What follows belongs to an exercise in optimizing a design on an open flow for a short achievable clock period and few clock cycles per item; a production flow would make more cautious choices.
Only simulation tests tie the RTL to the original design; equivalence was not proved.
No run shown here takes its clock network from TritonCTS; it comes from the design's own scripts or RTL.
The clock port is modelled as an ideal driver, which makes a skipped or thinned clock tree look cheaper than it is; a real chip needs a root buffer or a tree.
Power and IR drop assume default switching activity.

==> flow/design.v <==
module dram_controller #
  (
    parameter   integer NUMBER_OF_COLUMNS = 8,
    parameter   integer NUMBER_OF_ROWS = 128,
    parameter   integer NUMBER_OF_BANKS = 8,
    parameter   integer REFRESH_RATE = 125,  
    parameter   integer CLK_FREQUENCY = 100,  
    parameter   integer U_DATA_WIDTH = 2,
    parameter   integer DRAM_DATA_WIDTH = 2,
    parameter integer COLUMN_WIDTH = $clog2(NUMBER_OF_COLUMNS/DRAM_DATA_WIDTH),
    parameter integer ROW_WIDTH = $clog2(NUMBER_OF_ROWS),
    parameter integer BANK_ID_WIDTH = $clog2(NUMBER_OF_BANKS),
    parameter integer U_ADDR_WIDTH = BANK_ID_WIDTH + ROW_WIDTH + COLUMN_WIDTH,
    parameter integer CYCLES_BETWEEN_REFRESH = CLK_FREQUENCY*REFRESH_RATE - 100,
    parameter integer DRAM_ADDR_WIDTH = ROW_WIDTH > COLUMN_WIDTH ? ROW_WIDTH : COLUMN_WIDTH,
    parameter integer REFRESH_COUNTER_WIDTH = $clog2(CYCLES_BETWEEN_REFRESH)
  )
  (
    input                         u_rst_n,
    input                         u_clk,
    input                         u_en,
    input   [U_ADDR_WIDTH-1:0]    u_addr,
    input   [U_DATA_WIDTH-1:0]    u_data_i,
    input                         u_cmd,
    output  [U_DATA_WIDTH-1:0]    u_data_o,
    output                        u_data_valid,
    output                        u_cmd_ack,
    output                        u_busy,
    input   [DRAM_DATA_WIDTH-1:0]   dram_rd_data,
    input                           dram_refresh_done,
    output  [DRAM_DATA_WIDTH-1:0]   dram_wr_data,
    output  [DRAM_ADDR_WIDTH-1:0]   dram_addr,
    output  [BANK_ID_WIDTH-1:0]     dram_bank_id,
    output                          dram_cs_n,
    output                          dram_ras_n,
    output                          dram_cas_n,
    output                          dram_we_n,
    output                          dram_clk_en
  );
    localparam integer NB = NUMBER_OF_BANKS;
    localparam integer REF_BLOCKS = 97;    
    reg                         a_v;
    reg [BANK_ID_WIDTH-1:0]     a_bank;
    reg [ROW_WIDTH-1:0]         a_row;
    reg [COLUMN_WIDTH-1:0]      a_col;
    reg                         a_wr;
    reg [U_DATA_WIDTH-1:0]      a_data;
    reg                         b_v;
    reg [NB-1:0]                b_boh;      
    reg [BANK_ID_WIDTH-1:0]     b_bank;
    reg [ROW_WIDTH-1:0]         b_row;
    reg [COLUMN_WIDTH-1:0]      b_col;
    reg                         b_wr;
    reg [U_DATA_WIDTH-1:0]      b_data;
    reg [NB-1:0]                b_eq;
    reg [ROW_WIDTH-1:0]         a_rown, b_rown, h_rown;
    wire [ROW_WIDTH-1:0]        a_rowc = ~a_rown;
    wire [ROW_WIDTH-1:0]        b_rowc = ~b_rown;
    wire [ROW_WIDTH-1:0]        h_rowc = ~h_rown;
    reg                         h_pre, h_act, h_col;
    reg [NB-1:0]                h_boh;
    reg [BANK_ID_WIDTH-1:0]     h_bank;
    reg [ROW_WIDTH-1:0]         h_row;
    reg [ROW_WIDTH-1:0]         h_prow;     
    reg [COLUMN_WIDTH-1:0]      h_cadr;
    reg                         h_wr;
    reg [U_DATA_WIDTH-1:0]      h_data;
    reg [NB-1:0]                open_r;
    reg [ROW_WIDTH-1:0]         orow_r [0:NB-1];
    reg                         ras_r, cas_r, we_r;
    reg [DRAM_ADDR_WIDTH-1:0]   addr_r;
    reg [BANK_ID_WIDTH-1:0]     bank_r;
    reg [DRAM_DATA_WIDTH-1:0]   wdata_r;
    reg                         busy_r;
    reg                         ack_r;
    reg                         rd0_r, rd1_r, valid_r;
    reg [U_DATA_WIDTH-1:0]      data_o_r;
    reg [6:0]                   rlo_r;      
    reg                         rlo_end_r;  
    reg [6:0]                   rhi_r;      
    reg                         rpend_r;    
    reg                         rfsh_r;     
    reg                         drain_r;    
    reg [NB-1:0]                rb_r;       
    reg [BANK_ID_WIDTH-1:0]     rbn_r;      
    reg                         rp_v_r;     
    reg [BANK_ID_WIDTH-1:0]     rp_bank_r;
    reg [ROW_WIDTH-1:0]         rp_row_r;
    assign u_cmd_ack    = ack_r;
    assign u_busy       = busy_r;
    assign u_data_valid = valid_r;
    assign u_data_o     = data_o_r;
    assign dram_wr_data = wdata_r;
    assign dram_addr    = addr_r;
    assign dram_bank_id = bank_r;
    assign dram_cs_n    = 1'b0;
    assign dram_ras_n   = ras_r;
    assign dram_cas_n   = cas_r;
    assign dram_we_n    = we_r;
    assign dram_clk_en  = 1'b1;
    wire h_any   = h_pre || h_act || h_col;
    wire h_free  = !h_pre && !h_act && !rfsh_r;
    wire b_move  = b_v && h_free;
    wire b_load  = !b_v || h_free;
    wire a_load  = !a_v || b_load;
    wire take_ok = u_en && !(rpend_r && !rfsh_r);
    wire accept  = a_load && take_ok;
    wire do_rpre = rp_v_r;
    wire do_ref  = drain_r && !rfsh_r && !rp_v_r && (open_r == 0);
    integer i;
    reg                  b_open, b_hit;
    reg [ROW_WIDTH-1:0]  b_orow, rb_orow;
    always @* begin
      b_open = 1'b0;
      b_hit  = 1'b0;
      b_orow = 0;
      rb_orow = 0;
      for (i = 0; i < NB; i = i + 1) begin
        b_open = b_open | (b_boh[i] & open_r[i]);
        b_hit  = b_hit  | (b_boh[i] & open_r[i] & b_eq[i]);
        b_orow = b_orow | ({ROW_WIDTH{b_boh[i]}} & orow_r[i]);
        rb_orow = rb_orow | ({ROW_WIDTH{rb_r[i]}} & orow_r[i]);
      end
    end
    reg [NB-1:0] eq_ao, eq_bo, eq_n;
    reg          eq_ah, eq_bh;
    reg [NB-1:0] act_n;                      
    always @* begin
      eq_ah = (a_rowc == h_rowc);
      eq_bh = (b_rowc == h_rowc);
      for (i = 0; i < NB; i = i + 1) begin
        eq_ao[i] = (a_rowc == orow_r[i]);
        eq_bo[i] = (b_rowc == orow_r[i]);
        act_n[i] = h_act & h_boh[i];
      end
      eq_n = ({NB{b_load}}  & act_n  & {NB{eq_ah}}) |
             ({NB{b_load}}  & ~act_n & eq_ao) |
             ({NB{!b_load}} & act_n  & {NB{eq_bh}}) |
             ({NB{!b_load}} & ~act_n & eq_bo);
    end
    always @(posedge u_clk) begin
      if (!u_rst_n) begin
        a_v <= 1'b0;
        b_v <= 1'b0;
        h_pre <= 1'b0; h_act <= 1'b0; h_col <= 1'b0;
        ack_r <= 1'b0;
        ras_r <= 1'b1; cas_r <= 1'b1; we_r <= 1'b1;
        busy_r <= 1'b0;
        open_r <= 0;
        rd0_r <= 1'b0;
        rd1_r <= 1'b0;
        valid_r <= 1'b0;
        rlo_r <= 0;
        rlo_end_r <= 1'b0;
        rhi_r <= 0;
        rpend_r <= 1'b0;
        rfsh_r <= 1'b0;
        drain_r <= 1'b0;
        rp_v_r <= 1'b0;
        rb_r <= 1;
        rbn_r <= 0;
      end else begin
        ack_r <= accept;
        if (a_load) a_v <= take_ok;
        if (b_load) b_v <= a_v;
        if (b_move) begin
          h_pre <= b_open && !b_hit;
          h_act <= !b_open;
          h_col <= b_hit;
        end else if (!rfsh_r) begin
          h_pre <= 1'b0;
          h_act <= h_pre;
          h_col <= h_act;
        end
        ras_r <= !(h_pre || h_act || do_rpre || do_ref);
        cas_r <= !(h_col || do_ref);
        we_r  <= !(h_pre || do_rpre || do_ref || (h_col && h_wr));
        rd0_r <= h_col && !h_wr;
        rd1_r <= rd0_r;
        valid_r <= rd1_r;
        busy_r <= h_any || do_rpre || do_ref || a_v || b_v;
        for (i = 0; i < NB; i = i + 1) begin
          if (h_boh[i] && h_pre) open_r[i] <= 1'b0;
          if (h_boh[i] && h_act) open_r[i] <= 1'b1;
          if (do_rpre && rp_bank_r == i) open_r[i] <= 1'b0;
        end
        drain_r <= rpend_r && !rfsh_r && !a_v && !b_v && !h_any;
        rp_v_r <= drain_r && !rfsh_r && |(open_r & rb_r);
        if (drain_r && !rfsh_r) begin
          rb_r <= {rb_r[NB-2:0], rb_r[NB-1]};
          rbn_r <= rbn_r + 1'b1;
        end
        if (rfsh_r) begin
          if (dram_refresh_done) begin
            rfsh_r <= 1'b0;
            rpend_r <= 1'b0;
            rlo_r <= 0;
            rlo_end_r <= 1'b0;
            rhi_r <= 0;
          end
        end else begin
          rlo_r <= rlo_r + 1'b1;
          rlo_end_r <= (rlo_r == 7'd126);
          if (rlo_end_r) rhi_r <= rhi_r + 1'b1;
          if (rhi_r == REF_BLOCKS) rpend_r <= 1'b1;
          if (do_ref) rfsh_r <= 1'b1;
        end
      end
    end
    always @(posedge u_clk) begin
      if (a_load) begin
        a_bank <= u_addr[ROW_WIDTH+COLUMN_WIDTH +: BANK_ID_WIDTH];
        a_row  <= u_addr[COLUMN_WIDTH +: ROW_WIDTH];
        a_col  <= u_addr[COLUMN_WIDTH-1:0];
        a_wr   <= u_cmd;
        a_data <= u_data_i;
      end
      if (b_load) begin
        for (i = 0; i < NB; i = i + 1) b_boh[i] <= (a_bank == i);
        b_bank <= a_bank;
        b_row  <= a_row;
        b_col  <= a_col;
        b_wr   <= a_wr;
        b_data <= a_data;
      end
      for (i = 0; i < NB; i = i + 1) b_eq[i] <= eq_n[i];
      a_rown <= ~(a_load ? u_addr[COLUMN_WIDTH +: ROW_WIDTH] : a_row);
      b_rown <= ~(b_load ? a_row : b_row);
      h_rown <= ~(b_move ? b_row : h_row);
      if (b_move) begin
        h_boh  <= b_boh;
        h_bank <= b_bank;
        h_row  <= b_row;
        h_prow <= b_orow;
        h_cadr <= b_col;
        h_wr   <= b_wr;
        h_data <= b_data;
      end
      for (i = 0; i < NB; i = i + 1)
        if (h_boh[i] && h_act) orow_r[i] <= h_row;
      rp_bank_r <= rbn_r;
      rp_row_r <= rb_orow;
      addr_r  <= h_col ? {{(DRAM_ADDR_WIDTH-COLUMN_WIDTH){1'b0}}, h_cadr} :
                 h_pre ? h_prow :
                 h_act ? h_row : rp_row_r;
      bank_r  <= h_any ? h_bank : rp_bank_r;
      wdata_r <= h_data;
      data_o_r <= dram_rd_data;
    end
endmodule
==> flow/flow/run.sh <==
#!/bin/bash
# The standard layout, with one change: cts_pre.tcl builds a shallow two-level
# clock tree by hand in place of TritonCTS.
set -euo pipefail
export PRE_CTS_TCL="$PWD/flow/cts_pre.tcl"
export FLOW_ROOT_BUF=sky130_fd_sc_hd__buf_16
export FLOW_LEAF_BUF=sky130_fd_sc_hd__buf_12
export FLOW_LEAF_SPLIT=4
bash standard.sh finish > standard.log 2>&1
==> flow/flow/cts_pre.tcl <==
# Two-level clock tree built by hand in place of TritonCTS: the clock sinks
# are split by position into four groups of equal size (halves by x, then each
# half by y), and each group again into FLOW_LEAF_SPLIT (two by x, or four). Each small group gets a leaf
# cell at its centre; each large group a root cell at its centre, driving
# its four leaves; the clock port drives the four roots. Roots and leaves are
# both buffers or both inverters (FLOW_ROOT_BUF, FLOW_LEAF_BUF), so the
# registers see the clock's own polarity.
set block [ord::get_db_block]
set db [ord::get_db]
set root_master [$db findMaster $::env(FLOW_ROOT_BUF)]
set leaf_master [$db findMaster $::env(FLOW_LEAF_BUF)]
set clk_net [$block findNet u_clk]

# split a list of {item x y} in two, by x
proc split2 { items } {
  set byx [lsort -integer -index 1 $items]
  set h [expr {[llength $byx] / 2}]
  return [list [lrange $byx 0 [expr {$h - 1}]] [lrange $byx $h end]]
}

# split a list of {item x y} in four: halves by x, then each by y
proc split4 { items } {
  set byx [lsort -integer -index 1 $items]
  set h [expr {[llength $byx] / 2}]
  set out {}
  foreach half [list [lrange $byx 0 [expr {$h - 1}]] [lrange $byx $h end]] {
    set byy [lsort -integer -index 2 $half]
    set q [expr {[llength $byy] / 2}]
    lappend out [lrange $byy 0 [expr {$q - 1}]] [lrange $byy $q end]
  }
  return $out
}

proc centre { items } {
  set sx 0
  set sy 0
  foreach s $items {
    incr sx [lindex $s 1]
    incr sy [lindex $s 2]
  }
  set n [llength $items]
  return [list [expr {$sx / $n}] [expr {$sy / $n}]]
}

proc add_buf { master name in_net out_net xy } {
  set block [ord::get_db_block]
  set inst [odb::dbInst_create $block $master $name]
  [$inst findITerm A] connect $in_net
  set out [$inst findITerm X]
  if {$out eq "NULL" || $out eq ""} { set out [$inst findITerm Y] }
  $out connect $out_net
  $inst setLocation [expr {[lindex $xy 0] - [$master getWidth] / 2}] \
    [expr {[lindex $xy 1] - [$master getHeight] / 2}]
  $inst setPlacementStatus PLACED
  return $inst
}

set sinks {}
foreach it [$clk_net getITerms] {
  set bb [[$it getInst] getBBox]
  lappend sinks [list $it [expr {([$bb xMin] + [$bb xMax]) / 2}] [expr {([$bb yMin] + [$bb yMax]) / 2}]]
}
puts "clock sinks: [llength $sinks]"
foreach s $sinks { [lindex $s 0] disconnect }

set r 0
foreach group [split4 $sinks] {
  set rnet [odb::dbNet_create $block clknet_r$r]
  $rnet setSigType CLOCK
  add_buf $root_master clkbuf_r$r $clk_net $rnet [centre $group]
  set l 0
  foreach leaf [split$::env(FLOW_LEAF_SPLIT) $group] {
    set lnet [odb::dbNet_create $block clknet_r${r}_l$l]
    $lnet setSigType CLOCK
    add_buf $leaf_master clkbuf_r${r}_l$l $rnet $lnet [centre $leaf]
    foreach s $leaf { [lindex $s 0] connect $lnet }
    puts "leaf $r.$l: [llength $leaf] sinks at [centre $leaf]"
    incr l
  }
  incr r
}
$clk_net setSigType CLOCK

set_propagated_clock [all_clocks]

proc clock_tree_synthesis { args } {
  puts "clock_tree_synthesis skipped: the clock tree was built by cts_pre.tcl"
}
==> flow/standard.sh <==
#!/bin/bash
# synth_recipe.tcl (not shown) runs the flow's synth.tcl, then flattens the netlist and writes it again
# the make line also repeats each setting of config.mk as NAME=value (left out here)
make -C /OpenROAD-flow-scripts/flow DESIGN_CONFIG=/design/flow/config.mk WORK_HOME=/design/flow/orfs CLKGATE_MAP_FILE= SYNTH_SCRIPT=/design/flow/synth_recipe.tcl "${@:-finish}"
==> flow/config.mk <==
export PLATFORM = sky130hd
export DESIGN_NAME = dram_controller
export DESIGN_NICKNAME = dram_controller
export VERILOG_FILES = /design/flow/design.v
export SDC_FILE = /design/flow/constraint.sdc
export NUM_CORES = 4
export LEC_CHECK = 0
export ABC_CLOCK_PERIOD_IN_PS = 1500
export CAP_MARGIN = 20
export CORE_MARGIN = 2
export CORE_UTILIZATION = 40
export SETUP_SLACK_MARGIN = 3.5
export SLEW_MARGIN = 20
==> flow/constraint.sdc <==
create_clock -name core_clock -period 5.0 [get_ports {u_clk}]
set_input_delay 1.0000 -clock core_clock [delete_from_list [all_inputs] [get_ports {u_clk}]]
set_output_delay 1.0000 -clock core_clock [all_outputs]
set_load 0.01 [all_outputs]
==> results.ini, run 1 <==
[sta]
period_share_pct=33.74
drv_slew=0
rsz0062_at_grt=true
finalCriticalPeriod_ns=1.687
skew_ns=0.01909
slew_headroom_pct=57.11
fmax_mhz=592.7
finalSetupTns_ns=0
tightest_slew_ns=0.6425
setup_viol=0
layout_setup_ws_ns=3.313
hold_viol_final=0

[synth]
syn_inst=848
synth_nets=874
synth_edf_count=103
syn_area_um2=9587
synth_cell_type_count=51
yosys_warnings=2
syn_avg_cell_area_um2=11.31
ys_seq_area_share_pct=58.37
ys_async_sr_fraction_pct=0
synth_flop_cell=dfxtp_1
synth-seq-cells=228

[worst_setup_path]
path_buf_inv=1
worstSetupPathType=register to output port
slowest_delay_ns=0.32
cp.arrival_ns=0.69
cp-start-kind=register
endpoint_kind=output port
path_cells=buf_6
required_ns=4.00
crit_slowest_cell=dfxtp_2
critPathTopFamily=flip-flops
worst-path-max-fanout=1

[final_layout]
drive_gt1_share_pct=26.39
fillers=2053
finalNetCount=979
mostFrequentLayoutCell=edfxtp_1
final_cell_mix=103 x edfxtp_1, 97 x dfxtp_1, 80 x xnor2_1
area_growth_pct=27.23
diodes=0

[global_route]
grt_pass1_wl_um=42370
grt-ovfl-total=0
grt_use_total_pct=21.67
grt_max_degree=28
grt_pass1_vias=6945
antenna_found_initial=0

[detailed_routing]
drt_first_pass_iters=5
drt-total-wl_um=28970
viasPerCell=5.651
drtIter0Drc=753
wl_per_cell_um=22.81
drt_drc_violations_left=0
vias=7177
drtAntennaViolNets=0

[worst_hold_path]
hp-class=register to register

[place]
hpwl_um=17280
numPortBuffers=40
pre_cts_slack_ns=2.221
place_congestion=0.8909

[cts]
worst_skew_pair.late_latency_ns=0.25
clk_pin_slew_ns=0.07
cts_hold_buf=0

[power_and_ir_drop]
ir_drop_uv=276.5
p_leak_nw=4.304
total_power_mw=3.779
p_per_area_nw_per_um2=309.9

[status]
status=finished clean

[die]
floorplan.die_area_um2=25220
start_util_pct=40.84
num_rows=56
top_level_ports=43
die_w_um=158.8
core_area_um2=23470
die_h_um=158.8

[flow_run]
maxCapViolCount=0

registers in the layout (all words and copies together) (netlist names), 7 cells and up:
register,flops
a_row,7
a_rown,7
addr_r,7
b_boh,8
b_eq,8
b_row,7
b_rown,7
h_boh,8
h_prow,7
h_row,7
h_rown,7
open_r,8
orow_r,56
rb_r,8
rhi_r,7
rlo_r,7
rp_row_r,7
layer usage:
layer / routed length (um) / vias to the layer above / track usage (%)
met3: 2162 / 82 / 2.978
met2: 13610 / 351 / 36.09
met4: 1308 / 0 / 7.381
li1: - / 3237 / -
met1: 11890 / 3507 / 29.11
met5: 0 / - / 0
cells by family after synthesis:
group	after synthesis	share of synthesized area, %
flip-flops	228	58.37
AND/OR/NAND/NOR	210	11.17
AO/OA/AOI/OAI	151	10.35
XOR/XNOR	133	12.15
buffers and inverters	87	3.850
multiplexers	32	3.380
adder cells (fa/ha/maj)	5	0.6526
other	2	0.07834
power by group:
group | internal [mW] | leakage, nW | switching [mW]
sequential | 2.06 | 2.03 | 0.124
clock | 0.680 | 0.201 | 0.590
combinational | 0.170 | 2.08 | 0.160
final cells by class:
cell class	count	area, um^2	area share [%]
Inverter	36	197.7	1.621
Sequential cell	228	5665	46.45
Timing Repair inverter	2	25.02	0.2052
Multi-Input combinational cell	535	4149	34.02
Timing Repair Buffer	130	1330	10.90
Buffer	20	430.4	3.529
Tap cell	319	399.1	3.272
Yosys cell counts (all sizes together), types with 11 or more instances:
library cell | count | area share (%)
a22oi | 62 | 4.9
nand3 | 18 | 0.94
nor4 | 25 | 1.8
clkbuf | 26 | 1.0
nor3 | 11 | 0.69
xor2 | 53 | 4.8
xnor2 | 80 | 7.3
inv | 33 | 1.3
o21ai | 22 | 1.2
dfxtp | 125 | 26
buf | 25 | 1.4
mux2i | 29 | 3.0
nor2 | 43 | 1.7
nand4 | 32 | 2.1
edfxtp | 103 | 32
nand2 | 55 | 2.2
a21oi | 40 | 2.1
worst reg2reg max path, stage by stage (launching register included):
cell	delay (ns)
dfxtp_4	0.36
buf_12	0.13
buf_8	0.12
nand2_2	0.18
clkinvlp_4	0.18
nor4_4	0.34
a31oi_4	0.13
o21ai_1	0.10
through the flow:
stage | utilization [%] | hold slack (ns) | instances | cell area [um^2]
after floorplan | - | 0.3233 | 848 | 9688
after global placement | 43.58 | 0.3251 | 1160 | 10230
after detailed placement | 43.58 | 0.3294 | 1160 | 10230
after CTS | 49.21 | 0.3449 | 1233 | 11550
after global routing | 51.96 | 0.3673 | 1270 | 12200
final | 51.96 | 0.3452 | 1270 | 12200
worst paths after layout:
check / from / endpoint / slack [ns] / cells after the start
worst max register to register: h_act / b_eq[0] / 3.38 / 7
worst min-delay path: h_data[1] / wdata_r[1] / 0.35 / 0
worst min register to register: h_data[1] / wdata_r[1] / 0.35 / 0
worst max-delay path: ack_r / u_cmd_ack / 3.31 / 1
timing repair:
| item | CTS | global route |
|---|---|---|
| gates resized for setup | 206 | 72 |
| cloned | 5 | 3 |
| pin swaps | 13 | 14 |
| setup endpoints to repair | 221 | 131 |
| setup buffers | 48 | 34 |
Testbench counts, summed over its fixed seeds: cycles 244,313, items 160,000.
==> run 2, diff against run 1 <==
--- a/flow/config.mk
+++ b/flow/config.mk
@@ -8,6 +8,6 @@
 export ABC_CLOCK_PERIOD_IN_PS = 1500
 export CAP_MARGIN = 20
 export CORE_MARGIN = 2
-export CORE_UTILIZATION = 40
+export CORE_UTILIZATION = 50
 export SETUP_SLACK_MARGIN = 3.5
 export SLEW_MARGIN = 20
==> run 2 against run 1 <==
Register-to-register slack improved by 0.04 ns; maximum frequency decreased by 0.62%; flip-flop and latch count unchanged; wire length increased by 0.41%; core utilization increased by 12 points.
==> results.ini, run 2 <==
[status]
status=finished clean

[detailed_routing]
drt_drc_violations_left=0
drt-met1-wl_um=12010
drtIter0Drc=712
wl_met3_um=2568
drt-total-wl_um=29090
vias=7323
viasPerCell=6.211
wl_per_cell_um=24.67
highest_layer=met4
drt_first_pass_iters=5
wl_met2_um=13070
drtAntennaViolNets=0

[synth]
ys_async_sr_fraction_pct=0
synth-seq-cells=228
synth_flop_cell=dfxtp_1
syn_area_um2=9587
synth_cell_type_count=51
yosysTopAreaCell=edfxtp_1
yosysMostFrequentCell=dfxtp_1
ys_seq_area_share_pct=58.37
syn_inst=848
netlist_top_cells_count=125 x dfxtp_1, 103 x edfxtp_1, 80 x xnor2_1
synth_top_area_share_pct=32.26
syn_avg_cell_area_um2=11.31
ys_top_cells_by_area=edfxtp_1 32%, dfxtp_1 26%, xnor2_1 7.3%
synth_edf_count=103
synth_nets=874
yosys_warnings=2

[worst_setup_path]
required_ns=4.00
worstSetupPathType=register to output port
cp.arrival_ns=0.70
cp-start-kind=register
path_buf_inv=1
worst-path-max-fanout=1
critPathTopFamily=flip-flops
path_cells=buf_2
crit_slowest_cell=dfxtp_1
slowest_delay_ns=0.31
r2r_slack_ns=3.42
endpoint_kind=output port

[power_and_ir_drop]
total_power_mw=3.791
p_sw_share_pct=23.50
pwr-share-comb_pct=8.7
p_leak_nw=4.282
seqPwrFrac_pct=57.6
ir_drop_uv=508.7
internal_power_mw=2.900
p_switching_mw=0.8909
clockPowerShare_pct=33.8
p_per_area_nw_per_um2=316.0

[die]
start_util_pct=51.08
top_level_ports=43
floorplan.die_area_um2=20300
core_area_um2=18770
num_rows=50
die_w_um=142.5
die_h_um=142.5

[final_layout]
finalNetCount=973
multi_input_area_um2=4190
diodes=0
drive_gt1_share_pct=26.24
largest_register_ff_count=56
fillers=1464
final_cell_mix=103 x edfxtp_1, 98 x dfxtp_1, 80 x xnor2_1
area_growth_pct=25.14
mostFrequentLayoutCell=edfxtp_1
top_register=orow_r
seqCellArea_um2=5674

[sta]
finalCriticalPeriod_ns=1.698
fmax_mhz=589.0
rsz0062_at_grt=true
drv_slew=0
skew_ns=0.03113
finalSetupTns_ns=0
slew_headroom_pct=52.46
setup_viol=0
period_share_pct=33.96
tightest_slew_ns=0.7122
hold_viol_final=0

[place]
place_congestion=0.9283
numPortBuffers=40
hpwl_um=18360

[cts]
clk_pin_slew_ns=0.06
worst_skew_pair.late_latency_ns=0.27

[global_route]
grt_use_total_pct=27.59
grt_pass1_wl_um=42280
grt_pass1_vias=7078
antenna_found_initial=0
grt_max_degree=28
grt-ovfl-total=0

[worst_hold_path]
hp-class=register to register

[flow_run]
maxCapViolCount=0

==> run 2: cells by family after synthesis <==
family | synth area share [%]
mux | 3.380
fa+ha+maj | 0.6526
flops | 58.37
compound gates | 10.35
buf+inv | 3.850
xor+xnor | 12.15
simple gates | 11.17
other cells | 0.07834
==> run 2: final timing paths <==
path	from	to	cells past startpoint
setup / recovery	addr_r[2]	dram_addr[2]	1
hold / removal	h_data[1]	wdata_r[1]	0
setup reg to reg	h_act	b_eq[3]	7
hold reg to reg	h_data[1]	wdata_r[1]	0
==> run 2: worst reg2reg max path, stage by stage, from the launching register on <==
cell and delay, ns:
dfxtp_4 0.35, buf_12 0.14, nor3_4 0.19, nor2_4 0.07, buf_12 0.15, clkinv_8 0.06
mux2i_4 0.34, o211ai_1 0.15
==> run 2: what timing repair did <==
| item | in CTS | in global routing |
|---|---|---|
| hold buffers | 0 | 0 |
| endpoints found under the setup margin | 230 | 104 |
| gates resized for setup | 188 | 88 |
| pin swaps | 9 | 14 |
| setup buffers | 56 | 23 |
| cloned | 2 | 4 |
==> run 2: final cells by class <==
class | instances | area share (%)
sequential | 228 | 47.30
multi-input combinational | 535 | 34.93
timing repair buffer | 124 | 10.08
buffer | 20 | 3.588
tap | 234 | 2.441
inverter | 36 | 1.502
timing repair inverter | 2 | 0.1669
==> run 2: power groups by stage <==
stage               clock network, mW  registers [mW]  logic, mW
CTS                              1.30            2.18      0.290
global route                     1.37            2.19      0.349
global placement                    0            2.23      0.213
detailed placement                  0            2.24      0.217
finish                           1.28            2.18      0.328
floorplan                           0            2.15      0.188
==> run 2: metal layers <==
| metal | GRT usage, % | up-vias |
|---|---|---|
| met1 | 38.45 | 3623 |
| li1 | - | 3225 |
| met2 | 43.65 | 374 |
| met3 | 4.913 | 101 |
| met4 | 9.536 | 0 |
| met5 | 0 | - |
==> run 2: per-stage QoR <==
| stage | utilization, % | std cells | setup slack [ns] | area (um^2) | hold slack, ns |
|---|---|---|---|---|---|
| 6_report | 63.92 | 1179 | 3.302 | 12000 | 0.3434 |
| 5_1_grt | 63.92 | 1179 | 3.283 | 12000 | 0.3515 |
| 4_1_cts | 60.28 | 1152 | 3.285 | 11310 | 0.3475 |
| 3_5_place_dp | 53.89 | 1074 | 2.192 | 10110 | 0.3336 |
| 3_3_place_gp | 53.89 | 1074 | 2.204 | 10110 | 0.3261 |
| 2_1_floorplan | - | 848 | 3.486 | 9688 | 0.3233 |
==> run 3, diff against run 2 <==
--- a/flow/flow/run.sh
+++ b/flow/flow/run.sh
@@ -5,5 +5,5 @@
 export PRE_CTS_TCL="$PWD/flow/cts_pre.tcl"
 export FLOW_ROOT_BUF=sky130_fd_sc_hd__buf_16
 export FLOW_LEAF_BUF=sky130_fd_sc_hd__buf_12
-export FLOW_LEAF_SPLIT=4
+export FLOW_LEAF_SPLIT="3 3"
 bash standard.sh finish > standard.log 2>&1
--- a/flow/flow/cts_pre.tcl
+++ b/flow/flow/cts_pre.tcl
@@ -1,6 +1,6 @@
 # Two-level clock tree built by hand in place of TritonCTS: the clock sinks
 # are split by position into four groups of equal size (halves by x, then each
-# half by y), and each group again into FLOW_LEAF_SPLIT (two by x, or four). Each small group gets a leaf
+# half by y), and each group again into a grid of FLOW_LEAF_SPLIT (columns by x, then rows by y). Each small group gets a leaf
 # cell at its centre; each large group a root cell at its centre, driving
 # its four leaves; the clock port drives the four roots. Roots and leaves are
 # both buffers or both inverters (FLOW_ROOT_BUF, FLOW_LEAF_BUF), so the
@@ -11,11 +11,21 @@
 set leaf_master [$db findMaster $::env(FLOW_LEAF_BUF)]
 set clk_net [$block findNet u_clk]
 
-# split a list of {item x y} in two, by x
-proc split2 { items } {
+# split a list of {item x y} into kx columns by x, then each column into ky
+# groups by y, all of near equal size
+proc split_grid { items kx ky } {
   set byx [lsort -integer -index 1 $items]
-  set h [expr {[llength $byx] / 2}]
-  return [list [lrange $byx 0 [expr {$h - 1}]] [lrange $byx $h end]]
+  set n [llength $byx]
+  set out {}
+  for {set c 0} {$c < $kx} {incr c} {
+    set col [lrange $byx [expr {$c * $n / $kx}] [expr {($c + 1) * $n / $kx - 1}]]
+    set byy [lsort -integer -index 2 $col]
+    set m [llength $byy]
+    for {set r 0} {$r < $ky} {incr r} {
+      lappend out [lrange $byy [expr {$r * $m / $ky}] [expr {($r + 1) * $m / $ky - 1}]]
+    }
+  }
+  return $out
 }
 
 # split a list of {item x y} in four: halves by x, then each by y
@@ -69,7 +79,7 @@
   $rnet setSigType CLOCK
   add_buf $root_master clkbuf_r$r $clk_net $rnet [centre $group]
   set l 0
-  foreach leaf [split$::env(FLOW_LEAF_SPLIT) $group] {
+  foreach leaf [split_grid $group {*}$::env(FLOW_LEAF_SPLIT)] {
     set lnet [odb::dbNet_create $block clknet_r${r}_l$l]
     $lnet setSigType CLOCK
     add_buf $leaf_master clkbuf_r${r}_l$l $rnet $lnet [centre $leaf]
--- a/flow/config.mk
+++ b/flow/config.mk
@@ -8,6 +8,6 @@
 export ABC_CLOCK_PERIOD_IN_PS = 1500
 export CAP_MARGIN = 20
 export CORE_MARGIN = 2
-export CORE_UTILIZATION = 50
+export CORE_UTILIZATION = 40
 export SETUP_SLACK_MARGIN = 3.5
 export SLEW_MARGIN = 20
==> run 3 against run 2 <==
Register-to-register slack got worse by 0.02 ns; critical path depth unchanged; core utilization decreased by 11 points; worst hold slack got worse by 0.0073 ns; maximum frequency decreased by 0.90%; global-route usage decreased by 6.0 points; clock power increased by 56%; cell area increased by 4.4%; flip-flop and latch count unchanged; sequential share of layout area decreased by 2.0 points; combinational power about the same; die area increased by 24%; critical endpoint is now dram_addr[6]; highest routed layer unchanged.
==> results.ini, run 3 <==
[status]
status=finished clean

[worst_setup_path]
worst-path-max-fanout=1
path_cells=buf_6
endpoint_kind=output port
path_buf_inv=1
cp-start-kind=register
cp.arrival_ns=0.71
required_ns=4.00
critPathTopFamily=flip-flops
crit_slowest_cell=dfxtp_2
worstSetupPathType=register to output port
slowest_delay_ns=0.31

[synth]
syn_inst=848
ys_top_cells_by_area=edfxtp_1 32%, dfxtp_1 26%, xnor2_1 7.3%
synth_top_area_share_pct=32.26
synth-seq-cells=228
synth_edf_count=103
synth-compound-area-share_pct=10.35
synth_mux_area_share_pct=3.380
synth-adder-area-share_pct=0.6526
yosysTopAreaCell=edfxtp_1
yosysMostFrequentCell=dfxtp_1
synthSimpleGateAreaFrac_pct=11.17
syn_area_um2=9587
synth_nets=874
yosys_warnings=2
ys_async_sr_fraction_pct=0
netlist_top_cells_count=125 x dfxtp_1, 103 x edfxtp_1, 80 x xnor2_1
synth_top_family_by_area=XOR/XNOR gates
synth_xor_area_share_pct=12.15
ys_seq_area_share_pct=58.37
synth_cell_type_count=51
synth_flop_cell=dfxtp_1
syn_avg_cell_area_um2=11.31

[sta]
drv_slew=0
rsz0062_at_grt=true
setup_viol=0
finalCriticalPeriod_ns=1.713
slew_headroom_pct=57.15
hold_ws_ns=0.3362
tightest_slew_ns=0.6418
finalSetupTns_ns=0
skew_ns=0.01508
fmax_mhz=583.7
period_share_pct=34.27
hold_viol_final=0
layout_setup_ws_ns=3.287

[detailed_routing]
drt_first_pass_iters=5
wl_per_cell_um=22.28
drtAntennaViolNets=0
drt_drc_violations_left=0
vias=7291
viasPerCell=5.634
drtIter0Drc=762
drt-total-wl_um=28830

[die]
start_util_pct=40.84
die_w_um=158.8
die_h_um=158.8
core_area_um2=23470
num_rows=56
floorplan.die_area_um2=25220
top_level_ports=43

[cts]
clk_pin_slew_ns=0.04
cts_hold_buf=0
worst_skew_pair.late_latency_ns=0.29

[global_route]
grt_pass1_wl_um=42260
top_usage_layer=met2
grt-ovfl-total=0
grt_use_total_pct=21.56
use_met2_pct=35.83
grt_max_degree=28
use_met1_pct=28.57
use_met3_pct=2.978
grt_pass1_vias=7127
antenna_found_initial=0

[place]
hpwl_um=17280
placed_area_um2=10230
numPortBuffers=40
dp_cells=1160
pre_cts_slack_ns=2.221
place_congestion=0.8909

[final_layout]
drive_gt1_share_pct=27.18
mostFrequentLayoutCell=edfxtp_1
fillers=2012
area_growth_pct=30.59
largest_register_ff_count=56
fin_area_um2=12520
fin_cells=1294
diodes=0
postLayoutCoreUtil_pct=53.34
final_cell_mix=103 x edfxtp_1, 97 x dfxtp_1, 78 x xnor2_1
finalNetCount=1003
top_register=orow_r

[worst_hold_path]
hp-class=register to register

[power_and_ir_drop]
total_power_mw=4.513
p_per_area_nw_per_um2=360.4
p_leak_nw=4.481
ir_drop_uv=316.2

[flow_run]
maxCapViolCount=0

run 3: cell count changes in the layout (fill, tap and decap cells not counted), sizes merged:
cell and delta:
bufbuf +2, clkdlybuf4s50 +6, clkinv +1, inv -1
buf +29, dlygate4sd2 -5, clkinvlp +1, clkbuf -2
dlymetal6s2s -1
run 3: final timing paths:
check | slack [ns] | end | cells past startpoint | start
worst max-delay path | 3.29 | dram_addr[6] | 1 | addr_r[6]
worst min-delay path | 0.34 | wdata_r[1] | 0 | h_data[1]
worst max register to register | 3.40 | b_eq[4] | 7 | h_act
worst min register to register | 0.34 | wdata_r[1] | 0 | h_data[1]
run 3: routing by layer:
metal	vias up	wire length, um
met5	-	0
met4	0	1175
met3	71	2333
met2	371	13690
met1	3564	11630
li1	3285	-
run 3: logic make-up (layout without fill, tap and decap cells):
| logic type | after synthesis | count (layout) |
|---|---|---|
| other cells | 2 | 2 |
| compound gates | 151 | 151 |
| fa+ha+maj | 5 | 5 |
| flops | 228 | 228 |
| mux | 32 | 32 |
| buf+inv | 87 | 212 |
| xor+xnor | 133 | 133 |
| simple gates | 210 | 212 |
run 3: where the power goes:
part           switching, mW  internal, mW
Clock                  0.746          1.25
Combinational          0.157         0.168
Sequential             0.122          2.07
run 3: timing repair:
item / in CTS / in global routing
gates resized for setup: 199 / 59
endpoints found under the setup margin: 221 / 119
cloned: 5 / 2
buffers inserted: 44 / 43
pin swaps: 14 / 16
run 3: cell type report:
type	instances	area [um^2]	share of cell area, %
multi-input combinational	535	4069	32.50
tap	319	399.1	3.188
timing repair buffer	133	1308	10.44
buffer	40	830.8	6.636
inverter	36	203.9	1.629
sequential	228	5668	45.27
timing repair inverter	3	41.29	0.3298
run 3: worst register-to-register path, stage by stage, from the launching register on:
cell	delay, ns
dfxtp_4	0.35
buf_12	0.14
buf_4	0.13
nand2_1	0.12
clkinvlp_4	0.17
nor4_1	0.37
a21oi_1	0.13
o22ai_1	0.12
==> run 4, diff against run 3 <==
--- a/flow/flow/run.sh
+++ b/flow/flow/run.sh
@@ -5,5 +5,5 @@
 export PRE_CTS_TCL="$PWD/flow/cts_pre.tcl"
 export FLOW_ROOT_BUF=sky130_fd_sc_hd__buf_16
 export FLOW_LEAF_BUF=sky130_fd_sc_hd__buf_12
-export FLOW_LEAF_SPLIT="3 3"
+export FLOW_LEAF_SPLIT="2 3"
 bash standard.sh finish > standard.log 2>&1
==> run 4 against run 3 <==
Still clean on timing, DRC and antenna; power shrank 9.4%; clock power shrank 22%; wire length grew 1.3%; core utilization shrank 0.77 points; synthesized cell count is the same; maximum frequency grew 1.2%; largest power group unchanged.
==> results.ini, run 4 <==
[global_route]
grt_pass1_wl_um=43010
grt_max_degree=28
top_usage_layer=met2
use_met3_pct=3.056
grt-ovfl-total=0
grt_pass1_vias=7035
use_met1_pct=29.89
grt_use_total_pct=21.98
use_met2_pct=36.32
antenna_found_initial=0

[worst_setup_path]
worst-path-max-fanout=1
endpoint_kind=output port
path_buf_inv=1
cp.depth=1
reg2reg_depth=4
cp-start-kind=register
crit_slowest_cell=dfxtp_2
worstSetupPathType=register to output port
slowest_delay_ns=0.32
cp.arrival_ns=0.69
path_cells=buf_6
critPathTopFamily=flip-flops
required_ns=4.00

[synth]
syn_avg_cell_area_um2=11.31
synth_flop_cell=dfxtp_1
netlist_top_cells_count=125 x dfxtp_1, 103 x edfxtp_1, 80 x xnor2_1
ys_seq_area_share_pct=58.37
synth_edf_count=103
synth-seq-cells=228
yosysTopAreaCell=edfxtp_1
synth_top_area_share_pct=32.26
yosys_warnings=2
synth_nets=874
ys_top_cells_by_area=edfxtp_1 32%, dfxtp_1 26%, xnor2_1 7.3%
synth_cell_type_count=51
yosysMostFrequentCell=dfxtp_1
syn_inst=848
ys_async_sr_fraction_pct=0
syn_area_um2=9587

[power_and_ir_drop]
total_power_mw=4.087
p_leak_nw=4.494
ir_drop_uv=292.3
p_per_area_nw_per_um2=331.3

[final_layout]
mostFrequentLayoutCell=edfxtp_1
fin_cells=1283
top_register=orow_r
drive_gt1_share_pct=26.87
final_cell_mix=103 x edfxtp_1, 92 x dfxtp_1, 77 x xnor2_1
largest_register_ff_count=56
diodes=0
fillers=2046
area_growth_pct=28.70
finalNetCount=992

[die]
start_util_pct=40.84
num_rows=56
die_w_um=158.8
floorplan.die_area_um2=25220
core_area_um2=23470
top_level_ports=43
die_h_um=158.8

[sta]
hold_ws_ns=0.3411
tightest_slew_ns=0.6715
hold_viol_final=0
period_share_pct=33.85
slew_headroom_pct=55.17
layout_setup_ws_ns=3.308
finalCriticalPeriod_ns=1.692
rsz0062_at_grt=true
skew_ns=0.01652
setup_viol=0
fmax_mhz=590.9
finalSetupTns_ns=0
drv_slew=0

[cts]
worst_skew_pair.late_latency_ns=0.26
clk_pin_slew_ns=0.05
cts_hold_buf=0

[place]
pre_cts_slack_ns=2.221
hpwl_um=17280
place_congestion=0.8909
dp_cells=1160
numPortBuffers=40

[detailed_routing]
vias=7260
drt_first_pass_iters=7
drtIter0Drc=777
viasPerCell=5.659
drt_drc_violations_left=0
wl_per_cell_um=22.76
drt-total-wl_um=29200
drtAntennaViolNets=0

[worst_hold_path]
whs_path_depth=0
hp-class=register to register

[flow_run]
maxCapViolCount=0

[status]
status=finished clean

## run 4: cell count changes in the layout (fill, tap and decap cells not counted), moves of 5 or more
cell | before | now
mux2i_2 | 10 | 5
nor4_2 | 9 | 2
buf_12 | 50 | 37
dfxtp_1 | 97 | 92
clkdlybuf4s50_1 | 17 | 11
dlymetal6s2s_1 | 0 | 6
## run 4: timing repair
action	4_1_cts	5_1_grt
gates cloned	5	3
endpoints found under the setup margin	221	111
gates resized for setup	197	79
pin swaps	10	21
buffers inserted	53	34
## run 4: power breakdown
group / switching, mW / internal, mW
registers: 0.125 / 2.06
logic: 0.159 / 0.174
clock network: 0.657 / 0.911
total: 0.941 / 3.15
## run 4: cell type report
type	count	area, um^2	area share, %
Timing Repair Buffer	134	1319	10.69
Timing Repair inverter	3	33.78	0.2738
Buffer	28	590.6	4.787
Multi-Input combinational cell	535	4115	33.35
Sequential cell	228	5679	46.03
Tap cell	319	399.1	3.235
Inverter	36	201.4	1.633
## run 4: worst paths after layout
| check | endpoint | start | slack (ns) |
|---|---|---|---|
| max | u_cmd_ack | ack_r | 3.31 |
| min | wdata_r[1] | h_data[1] | 0.34 |
| max reg2reg | b_eq[3] | orow_r[3][2] | 3.41 |
| min reg2reg | wdata_r[1] | h_data[1] | 0.34 |
## run 4: kinds of logic after synthesis
kind of cell | synth area share (%)
adders and majority gates | 0.6526
DFF | 58.37
AOI/OAI and AO/OA | 10.35
buffers and inverters | 3.850
xor gates and xnor gates | 12.15
and+or+nand+nor | 11.17
muxes | 3.380
other | 0.07834
## run 4: metrics by stage
step | instance area, um^2 | util (%)
6_report | 12340 | 52.56
5_1_grt | 12340 | 52.56
4_1_cts | 11670 | 49.71
3_5_place_dp | 10230 | 43.58
2_1_floorplan | 9688 | -
3_3_place_gp | 10230 | 43.58
## run 4: worst register-to-register path: stages, from the launching register on
cell and delay (ns):
edfxtp_1 0.49, xnor2_1 0.17, nor4_1 0.58, nand3_1 0.17
o211ai_1 0.11
## run 4: routing by layer
metal  part of all wire, %  vias to the layer above
li1                      -                     3273
met1                    40                     3550
met2                    47                      363
met3                   8.6                       74
met4                   4.2                        0
met5                     0                        -

==> what the ideal ports hide <==
Ports are ideal in the flow. The routed layouts listed here were re-timed in OpenROAD. Step 1 sets driving cells, clkbuf_16 on the clock port and buf_2 on the other inputs (assumed; they add their load-dependent delay and slew). Step 2, shift: input delay + t, output delay - t, t = (earliest + latest rising clock arrival at the registers) / 2. This alone moves slack from input paths to output paths. Slacks: no drivers / after step 1 / after step 2; pairs: no drivers / after step 1.
| run | t, ns | slack for setup (ns) | worst hold slack (ns) | clock arrival spread, ns | cell pins on the clock port's net |
|---|---|---|---|---|---|
| run 1 | 0.364 | 3.313 / 3.193 / 3.227 | 0.345 / 0.345 / 0.345 | 0.023 / 0.023 | 4 |
| run 2 | 0.373 | 3.302 / 3.180 / 3.214 | 0.343 / 0.343 / 0.343 | 0.032 / 0.032 | 4 |
| run 3 | 0.403 | 3.287 / 3.165 / 3.224 | 0.336 / 0.336 / 0.336 | 0.016 / 0.016 | 4 |
| run 4 | 0.372 | 3.308 / 3.189 / 3.241 | 0.341 / 0.341 / 0.341 | 0.016 / 0.017 | 4 |
After both steps every run listed still meets setup and hold. For run 2, which loses most, drivers alone change the setup slack by -0.122 ns; drivers and shift together by -0.088 ns.
